This design comes from an exercise in tuning for small area on the open sky130 flow, not from production work.
Function was checked by simulation only, so behaviour that the tests miss may differ from the original.
Power is estimated from default activity; no workload was simulated.

### config.mk
export PLATFORM = sky130hd
export DESIGN_NAME = Top
export DESIGN_NICKNAME = Top
export VERILOG_FILES = /design/flow/design.v
export SDC_FILE = /design/flow/constraint.sdc
export NUM_CORES = 4
export LEC_CHECK = 0
export CAP_MARGIN = 20
export CORE_MARGIN = 2
export CORE_UTILIZATION = 40
export PLACE_DENSITY = 0.6
export SLEW_MARGIN = 20
### constraint.sdc
create_clock -name core_clock -period 10.0 [get_ports {clk}]
set_input_delay 2.0000 -clock core_clock [delete_from_list [all_inputs] [get_ports {clk}]]
set_output_delay 2.0000 -clock core_clock [all_outputs]
set_load 0.01 [all_outputs]
### design.v
`timescale 1ns / 1ps
 module PWM(
    input clk,
	 input rst,
	 input  wire   [2:0] ctr,
	 output reg 	pwm_left_out,				 
	 output reg    pwm_right_out,           
	 output reg [3:0] ctr_dir_out       
    );
	 reg  [19:0]  countleft; 
	 reg  [19:0]  countright; 
	 reg [19:0]left;
	 reg [19:0]right;
	 always@(posedge clk)
	 if(rst)
		begin
		left<=20'h0;
		right<=20'h0;
		ctr_dir_out<=4'b0000;
		end
	 else
	 casex(ctr)
		3'b000:                   
			begin
			left<=20'h24a;
			right<=20'h24a;
			ctr_dir_out<=4'b0101;
			end
		3'b110:                      
			begin
			left<=20'h24a;
			right<=20'h75;
			ctr_dir_out<=4'b0101;
			end
		3'b111:                      
			begin
			left<=20'h24a;
			right<=20'h111;
			ctr_dir_out<=4'b0101; 
			end
		3'b101:                      
			begin
			left<=20'h75;
			right<=20'h24a;
			ctr_dir_out<=4'b0101;
			end
		3'b100:                      
			begin
			left<=20'h111;
			right<=20'h24a;
			ctr_dir_out<=4'b0101;
			end
		3'b011:                      
			begin
			left<=20'h298;
			right<=20'h298;
			ctr_dir_out<=4'b1010;
			end
		3'b010:                      
			begin
			left<=20'h298;
			right<=20'h298;
			ctr_dir_out<=4'b0101;
			end
		3'b001:                      
			begin
			left<=20'h187;
			right<=20'h187;
			ctr_dir_out<=4'b0000;
			end
		endcase
	always@(posedge clk)
		if(rst)
			begin
			countleft=20'b0;
			pwm_left_out=0;
			end
		else
		begin
			countleft=countleft+1;
			if(countleft<=left)
				begin
				pwm_left_out=1;
				end
			else begin
			pwm_left_out=0;
			end
			if(countleft>=20'h30d)
			begin
			countleft=0;
			end
		end
	always@(posedge clk)
		if(rst)
			begin
			countright=20'b0;
			pwm_right_out=0;
			end
		else
		begin
			countright=countright+1;
			if(countright<=right)
				begin
				pwm_right_out=1;
				end
			else begin
			pwm_right_out=0;
			end
			if(countright>=20'h30d)
			begin
			countright=0;
			end
		end
endmodule
`timescale 1ns / 1ps
module HongWai(
	 input clk,
	 input rst,
    output reg [2:0]ctr,
	 input wire [1:0]hwsignal,
	 output reg [1:0]leds_hw
    );
	 always@(posedge clk)                  
    begin
	 if(rst)
		leds_hw<=2'b00;
	 else
	 leds_hw<=hwsignal;
	 end
	 always@(posedge clk)
		if(rst)
			ctr<=3'b000;
		else
		casex(hwsignal)
		2'b00:
			begin
			ctr<=3'b000;
			end
		2'b10:
			begin
			ctr<=3'b101;       
			end
		2'b01:
			begin
			ctr<=3'b110;
			end
		2'b11:
			begin
			ctr<=3'b000;
			end
		endcase
endmodule
`timescale 1ns / 1ps
module ChaoShengBo(
	 input clk,
	 input rst,
	 output reg [2:0]ctr,
	 output reg En_o,
	 output reg En_negedge_o,
	 output reg Trig,
	 input wire Echo,
	 input wire [1:0]hwsignal,
	output reg En_tag
    );
	 reg [23:0]count;           
	 reg [23:0]timecount;       
	 reg [23:0]keep_obstacle_time;
	 reg [23:0]keep_no_obstacle_time;     
	 reg En;                     
	 reg [31:0]turnleft_count;      
	 reg [1:0]temp;
	 reg [1:0]Echo_temp;
	 reg En_negedge;
	 reg tag;
	 reg [31:0]tag_count;      
	 reg [31:0]count_total; 
	 reg count_tag;
	 always@(posedge clk)
	 if(rst)
	 begin
	 count=24'b0;
	 Trig=1'b0;
	 end
	 else
	 begin
	 count=count+1;
	 if(count>=24'h1312d)       
		begin
		Trig=1'b1;
		end
	if(count==24'h13136)           
		begin
		Trig=1'b0;
		count=24'b0;
		end
	 end
	 always@(posedge clk)
	 if(rst)
		begin
		timecount=24'b0;
		keep_obstacle_time<=24'b0;
		En=0;
		keep_no_obstacle_time=24'b0;
		turnleft_count=32'b0;
		temp<=2'b0;
		Echo_temp<=2'b0;
		En_negedge=0;
		ctr<=3'b000;
		En_tag=0;
		tag=0;
		tag_count=0;
		count_total=0;
		count_tag=0;
		En_o<=0;
		En_negedge_o<=0;
		end
	 else
	 begin
	 keep_obstacle_time<=timecount;
	 if(Echo)
		begin
		timecount=timecount+1;
		end
	  Echo_temp[0]<=Echo;
	  Echo_temp[1]<=Echo_temp[0]; 
	  if((Echo_temp==2'b10)&&(keep_obstacle_time>=24'h1e84))
	  begin
	  timecount=24'b0;
	  En=0;
	  end
	  if((keep_obstacle_time<=24'h6b7)&&(keep_obstacle_time>=24'h4e)&&(Echo_temp==2'b10))
		begin
		timecount=24'b0;
		En=1;
		ctr<=3'b111;
		end
	 temp[0]<=En;
	 temp[1]<=temp[0];
	 if(temp==2'b10)
	 begin
	 En_negedge=1;
	 tag=1;
	 count_tag=1;
	 end
	 if(count_tag==1)
	 begin
	 count_total=count_total+1;
	 end
	 if(En_negedge&(turnleft_count<=32'h1443fd)&(turnleft_count>32'h8583b))
	 begin
	 turnleft_count=turnleft_count+1;
	  ctr<=3'b100;
	 end
	 if(En_negedge&(turnleft_count<=32'h8583b))
	 begin
	 turnleft_count=turnleft_count+1;
	  ctr<=3'b000;
	 end
	  if(En_negedge&(turnleft_count<=32'h1a39de)&(turnleft_count>32'h1443fd))
	 begin
	 turnleft_count=turnleft_count+1;
	  ctr<=3'b111;
	 end
	 if(turnleft_count>=32'h1a39de)
	 begin
	 En_negedge=0;
	 turnleft_count=32'b0;
	 end
	 if(tag==1&((hwsignal==2'b10)|(hwsignal==2'b00)))
	 begin
	 En_tag=1;
	 tag_count=tag_count+1;
	 ctr<=3'b110;
	 end
	 if(tag_count>=32'h5f5e1)
	 begin
	 En_tag=0;
	 tag_count=0;
	 tag=0;
	 count_total=0;
	 count_tag=0;
	 end
	 if(count_total>=32'h5f5e10)
	 begin
	 En_tag=0;
	 tag_count=0;
	 tag=0;
	 count_total=0;
	 count_tag=0;
	 end
	 En_o<=En;
	 En_negedge_o<=En_negedge;
	 end
endmodule
`timescale 1ns / 1ps
module Bluetooth(
    input clk,
	 input rst,
	 input Rx,
	 output Tx,
	 output reg [7:0] seg_data,
	 output [7:0] seg_slect,
	 output reg bl_En,
	 output reg [2:0] bl_ctr
    );
	 reg EnRead;
	 reg [19:0]fp;
	 reg [16:0]seg_fp;
	 reg seg_fp_clk;
	 reg [7:0]data;
	 reg [7:0]seg_data_r;
	 reg bl_En_r;
	 reg [2:0]bl_ctr_r;
	 assign seg_slect=8'hfe;
	 assign Tx=1'b0;
	 always@(posedge clk)
	 if(rst)
	 begin
	 EnRead=0;
	 fp=20'h0;
	 data=8'hfe;
	 seg_fp=17'h0;
	 seg_fp_clk=0;
	 seg_data_r=8'h0;
	 bl_En_r=0;
	 bl_ctr_r=3'b001;
	 seg_data<=8'h0;
	 bl_En<=0;
	 bl_ctr<=3'b001;
	 end
	 else
	 begin
		if(Rx==0)
			begin
				EnRead=1;
			end
		if(EnRead)
			begin
				fp=fp+1;
			end
		case(fp)
		20'h7a:
			begin
				data[0]=Rx;
			end
		20'hcb:
			begin
				data[1]=Rx;
			end
		20'h11d:
			begin
				data[2]=Rx;
			end
		20'h16e:
			begin
				data[3]=Rx;
			end
		20'h1c0:
			begin
				data[4]=Rx;
			end
		20'h211:
			begin
				data[5]=Rx;
			end	
		20'h262:
			begin
				data[6]=Rx;
			end
		20'h2b4:
			begin
				data[7]=Rx;
			end
		20'h305:               
			begin
				EnRead=0;
				fp=20'h0;
			end
		endcase
	 seg_fp=seg_fp+1;
	 if(seg_fp==17'h1fff)
		begin
		seg_fp_clk=0;
		end
		if(seg_fp==17'h3d09)
		begin
		if(seg_fp_clk==0)
		case(data)
	  8'h0:
		begin
		seg_data_r=8'b11000000;
		bl_ctr_r=3'b010;                  
		end
	  8'h1:
		begin
		seg_data_r=8'b11111001;
		bl_ctr_r=3'b111;                  
		end
	  8'h2:
		begin
		seg_data_r=8'b10100100;
		bl_ctr_r=3'b011;                  
		end
	  8'h3:
		begin
		seg_data_r=8'b10110000;
		bl_ctr_r=3'b100;                  
		end
	  8'h4:
		begin
		seg_data_r=8'b10011001;
		bl_ctr_r=3'b001;                 
		end
	  8'h5:
		begin
		seg_data_r=8'b10010010;
		bl_En_r=1;                       
		end
	  8'h6:
		begin
		seg_data_r=8'b10000010;
		bl_En_r=0;                        
		end
	  8'h7:
		begin
		seg_data_r=8'b00000111;
		end
	  8'h8:
		begin
		seg_data_r=8'b01111111;
		end
	  8'h9:
		begin
		seg_data_r=8'b01101111;
		end
	 8'hff:
		begin
		seg_data_r=8'b01110110;
		end
	 8'hfe:
		begin
		seg_data_r=8'b10001100;
		end
	  endcase
		seg_fp_clk=1;
		end
	 seg_data<=seg_data_r;
	 bl_En<=bl_En_r;
	 bl_ctr<=bl_ctr_r;
	 end
endmodule
`timescale 1ns / 1ps
module Top(
	input  clk,
	input  rst,
	output pwm_left_out,
	output pwm_right_out,
	output [3:0] ctr_dir_out,
	output [2:0] led,
	input  [1:0]hwsignal,
	output [1:0]leds_hw,
	output wire [2:0] led_pwm_ctr,
	output Trig,
	input Echo,
	output En_tag,
	output csb_En_negedge,
	input Rx,
	output Tx,
	output [7:0] data,
	output [7:0] seg_slect
    );
	wire [2:0]hw_ctr;
	wire [2:0]ctr;
	wire [2:0]bl_ctr;
	wire csb_En;                    
	wire bl_En;
	wire [2:0]csb_ctr;
	wire [2:0]middctr;
	PWM pwm(.clk(clk),
				.rst(rst),
				.ctr(ctr),
				.pwm_left_out(pwm_left_out),
				.pwm_right_out(pwm_right_out),
				.ctr_dir_out(ctr_dir_out));
	HongWai hw(.clk(clk),
					.rst(rst),
					.ctr(hw_ctr),
					.hwsignal(hwsignal),
					.leds_hw(leds_hw));
	ChaoShengBo csb(.clk(clk),
					.rst(rst),
					.ctr(csb_ctr),
					.En_o(csb_En),
					.En_negedge_o(csb_En_negedge),
					.Trig(Trig),
					.Echo(Echo),
					.hwsignal(hwsignal),
					.En_tag(En_tag)
					);
	Bluetooth bt(.clk(clk),
					.rst(rst),
					.Rx(Rx),
					.Tx(Tx),
					.seg_data(data),
					.seg_slect(seg_slect),
					.bl_ctr(bl_ctr),
					.bl_En(bl_En));
		assign middctr=(csb_En|csb_En_negedge)?csb_ctr:hw_ctr;
		assign ctr=bl_En?bl_ctr:middctr;
		assign led_pwm_ctr=csb_ctr;
		assign led=ctr;
endmodule
### run.sh
#!/bin/bash
# synth_recipe.tcl (not shown) runs the flow's synth.tcl, then flattens the netlist and writes it again
# the make line also repeats each setting of config.mk as NAME=value (left out here)
make -C /OpenROAD-flow-scripts/flow DESIGN_CONFIG=/design/flow/config.mk WORK_HOME=/design/flow/orfs CLKGATE_MAP_FILE= SYNTH_SCRIPT=/design/flow/synth_recipe.tcl finish
==> impl_results.md <==
* Element type at the critical path end: flop
* Layout Nets at between 2000 and 2500
* Pin slew with the least headroom to its limit at between 0.8 and 0.9 ns
* Register area share after synthesis at 0.374
* FF-to-FF setup slack at 1.23 ns
* Clock-pin slew reported for the worst setup and hold paths after clock tree synthesis at ~0.060 ns
* Fraction of synthesis flops using an asynchronous set or reset pin at 0
* Power density cells at between 100 and 150 mW/mm^2
* Internal Dissipation at between 2 and 2.5 mW
* Maximum number of buffers from clock root to sink at 3
* Worst reg-to-reg path cell count at 22
* Number of placed instances, taps included at 2548
* Clock root buffer: clkbuf_16
* Most area-hungry cell type in the Yosys netlist: dfxtp_1
* Number of buffers created by CTS at 35
* Worst-case setup margin in the final layout at 1.23 ns
* Initial Util at 0.408
* Vias per inst at between 5 and 6
* Die X-Extent at a little over 200 um
* Wire length of the first global-routing pass at ~63 mm
* Non-filler cells, final at about 2600
* CTS tree: built
* Hold buffer count at cts at 0
* Maximum number of pins on one net before global-route repair at a little under 60
* Number of enable flip-flop cells after synthesis at 0
* Peak fanout along the critical path at 18
* Startpoint of the worst-slack reg-to-reg timing path: csb.turnleft_count[29]
* Die outline area at around 0.042 sq mm
* HPWL Detailed at 27.6 mm
* Count of TritonRoute iterations in the first routing pass at 6
* Worst setup slack before clock tree synthesis at between 1 and 1.5 ns
* Antenna violations before repair at 2
* Hold_sp: bt.seg_fp[0]
* Area grow syn2layout at 12.9%
* Net switching fraction of the power at 0.214
* Setup TNS at 0 ns
* Period utilization at 0.877
* Total setup violations reported at the end of the flow at 0
* Clock period minus worst slack at between 8 and 9 ns
* Fmax at 0.114 GHz
* RSZ-0062 raised after global routing: no
* Number of nets still failing antenna checks after routing at 0
* Run status: no timing/DRC/antenna violations
* DRC Markers at 0
* Layout cell share with drive strength beyond 1 at 0.0566
* Sink count of the clock tree at 304
* Class of the most critical hold timing path: reg -> reg
* Hold Path End: bt.seg_fp[0]
* Congestion Overflow GR at 0
* Vias in the first global route at 13000
* Area of the placeable core at about 0.040 sq mm
* Vias post-DR at between 10000 and 15000
* Relative max-transition margin at 0.398
* P_sw at roughly 0.57 mW
* Area share of the leading cell type in the synthesized netlist at 0.374
* Arrival time of the worst setup path at between 9 and 10 ns
* Synthesized area per cell at approximately 8.1 sq um
* Post-Synthesis Cell Area at roughly 0.016 sq mm
* Kind of start point of the critical path: flop
* Synth warn at 4
* Final setup skew at approximately 0.030 ns
* Unique masters post-synth at between 80 and 90
* Layout filler cell count at a little under 4000
* Util after Layout at 0.460
* Count of routing violations after the opening detailed-route iteration at roughly 930
* Die H at ~210 um
* Routed length per placed instance at around 15 um
* Number of gates resized after CTS at 0
* Capture point of the worst reg-to-reg path: csb.turnleft_count[5]
* Dominant register cell in the synthesized netlist: dfxtp_1
* Clk pwr share at 0.504
* GRT Util Overall at 0.181
* Worst hold path depth at 1
* Total length of routed wires at about 38 mm
* Synth area leaders: dfxtp_1 (37%), nor2_1 (6.5%), xnor2_1 (5.7%), xor2_1 (5.3%), nand2_1 (3.9%)
* H-tree lvl count at 2
* Row count at between 70 and 80
* Required time at the worst-slack endpoint at 10.38 ns
* Proportion of power drawn by flip-flops and latches at 0.466
* Peak supply drop at 0.000100 V
* Worst Setup Path Type: reg -> reg
* Number of buffers added for setup after CTS at 0
* Antenna diodes at 0
* Final hold vios at 0
* Combinational share of power at 0.029
* Port Buffer Count at 30
* # IOs at 40
* Seq cells post-synth at 304
* Fin. max-slew vios at 0
* Synthesized instance count at about 2000
* Number of maximum-capacitance constraint violations at 0
* Total leakage power at between 6 and 7 nW
* Routability-driven placement congestion ratio at approximately 0.95
* Skew-Pair Late Insertion Delay at around 0.55 ns
power groups by stage:
stage          Sequential (mW)  Clock [mW]  Combinational, mW
2_1_floorplan             1.27           0             0.0635
4_1_cts                   1.25        1.39             0.0791
3_3_place_gp              1.27           0             0.0772
5_1_grt                   1.25        1.45             0.0903
6_report                  1.25        1.35             0.0787
3_5_place_dp              1.28           0             0.0784
layout by cell type (no fill, tap or decap), drive strengths merged, types with 15 or more instances in the layout:
cell / instances
xor2: 99
nand3: 105
or3: 15
o21ai: 70
a31oi: 28
conb: 62
clkbuf: 45
nor3: 87
a21oi: 85
nor2: 280
mux2i: 25
or4: 18
a211oi: 17
ha: 46
nor4: 35
dfxtp: 304
clkdlybuf4s50: 29
nor2b: 56
nand2: 168
xnor2: 106
and3: 45
nand4: 48
and2: 26
inv: 66
synth_stat cells (15+ instances only):
cell,instances
nor3_1,85
and3_1,45
xnor2_1,106
nor2b_1,56
or3_1,15
clkbuf_1,66
o21ai_0,66
xor2_1,98
nand3_1,104
nor4_1,35
dfxtp_1,304
or4_1,16
nand2_1,168
nor2_1,280
a31oi_1,28
and2_1,26
nand4_1,47
a21oi_1,85
ha_1,46
mux2i_1,25
inv_1,65
metrics by stage:
step / total power [mW] / hold slack (ns) / area, sq um
3_3_place_gp: 1.35 / 0.441 / 17200
2_1_floorplan: 1.33 / 0.430 / 16500
6_report: 2.68 / 0.464 / 18400
4_1_cts: 2.72 / 0.467 / 18400
3_5_place_dp: 1.35 / 0.453 / 17200
5_1_grt: 2.79 / 0.483 / 18400
logic make-up (layout without fill, tap and decap cells):
family	count (synthesis)	after routing	synth area share
muxes	32	32	0.0202
other	2	62	0.000461
DFF	304	304	0.374
AOI/OAI and AO/OA	313	313	0.127
adders and majority gates	46	46	0.0354
buffers and inverters	154	169	0.0396
xor gates and xnor gates	205	205	0.111
and+or+nand+nor	953	953	0.293
how the worst max path moves through the flow:
| stage | end | startpoint | cells after the start | slack (ns) |
|---|---|---|---|---|
| after floorplan | csb.turnleft_count[20] | csb.turnleft_count[0] | 28 | 2.57 |
| after global placement | csb.turnleft_count[4] | csb.turnleft_count[27] | 22 | 1.59 |
| after detailed placement | csb.turnleft_count[5] | csb.turnleft_count[27] | 22 | 1.43 |
| after CTS | csb.turnleft_count[5] | csb.turnleft_count[27] | 22 | 1.40 |
| after global routing | csb.turnleft_count[5] | csb.turnleft_count[0] | 24 | 0.71 |
| final | csb.turnleft_count[5] | csb.turnleft_count[29] | 22 | 1.23 |
metal layers:
metal / track usage / share of wire / up-vias
met4: 0.0642 / 0.030 / 4
met3: 0.0355 / 0.051 / 93
met2: 0.285 / 0.44 / 332
met5: 0 / 0.00061 / -
li1: - / - / 7073
met1: 0.245 / 0.48 / 6460
worst max-delay path: stages (launching register included):
cell	delay, ns
dfxtp_1	0.29
nor4_1	0.67
nand3b_1	0.49
or3_1	0.46
a211o_1	0.32
nor2_1	0.47
o21ai_0	0.21
ha_1	0.35
inv_1	0.12
a22oi_1	0.09
a2111o_1	0.47
a2111o_1	0.59
a2111oi_1	0.54
xnor2_1	0.42
nand3_1	0.14
or4_1	0.50
o41a_1	0.38
and2_1	0.26
nor4b_2	0.34
xor2_1	0.27
nand4_1	0.21
a311oi_4	0.83
nor3_1	0.17
flip-flops by register name, summed over array words and instances, names as in the netlist, 3 cells and up:
register / cells
bt.seg_fp: 17
hw.ctr: 3
csb.tag_count: 32
csb.ctr: 3
bt.bl_ctr: 3
csb.count: 24
pwm.countleft: 20
pwm.right: 9
pwm.left: 8
csb.turnleft_count: 32
csb.timecount: 24
csb.keep_obstacle_time: 23
bt.fp: 20
csb.count_total: 32
bt.seg_data: 8
pwm.countright: 20
bt.data: 8
layout make-up:
type | count | area, sq um | area share
multi-input combinational | 1611 | 9780 | 0.532
sequential | 304 | 6090 | 0.331
clock buffer | 45 | 966 | 0.0526
tap | 525 | 657 | 0.0357
timing repair buffer | 43 | 395 | 0.0215
clock inverter | 16 | 248 | 0.0135
inverter | 65 | 244 | 0.0133

==> static timing again, ports no longer ideal <==
In the flow no input, the clock included, has a driving cell. The finished layout below was timed again as built, in two steps.
Step 1 (the two cells are an assumption about what drives the block):
set clk [get_ports {clk}]
set_driving_cell -lib_cell sky130_fd_sc_hd__clkbuf_16 $clk
set_driving_cell -lib_cell sky130_fd_sc_hd__buf_2 [delete_from_list [all_inputs] $clk]
Step 2 also shifts input and output timing later by t, the mid clock arrival at the registers, as if the neighbouring blocks saw the same clock.
Three values: ideal, step 1, step 2; two values: the first two.
shift t [ns]: 0.583
setup slack, ns: 1.235 / 1.235 / 1.235
latest minus earliest clock arrival (ns): 0.033 / 0.033
slew at the worst register clock pin (ns): 0.07 / 0.07
After both steps this run still meets setup and hold. For this run, drivers alone change the setup slack by 0.000 ns; drivers and shift together by 0.000 ns.
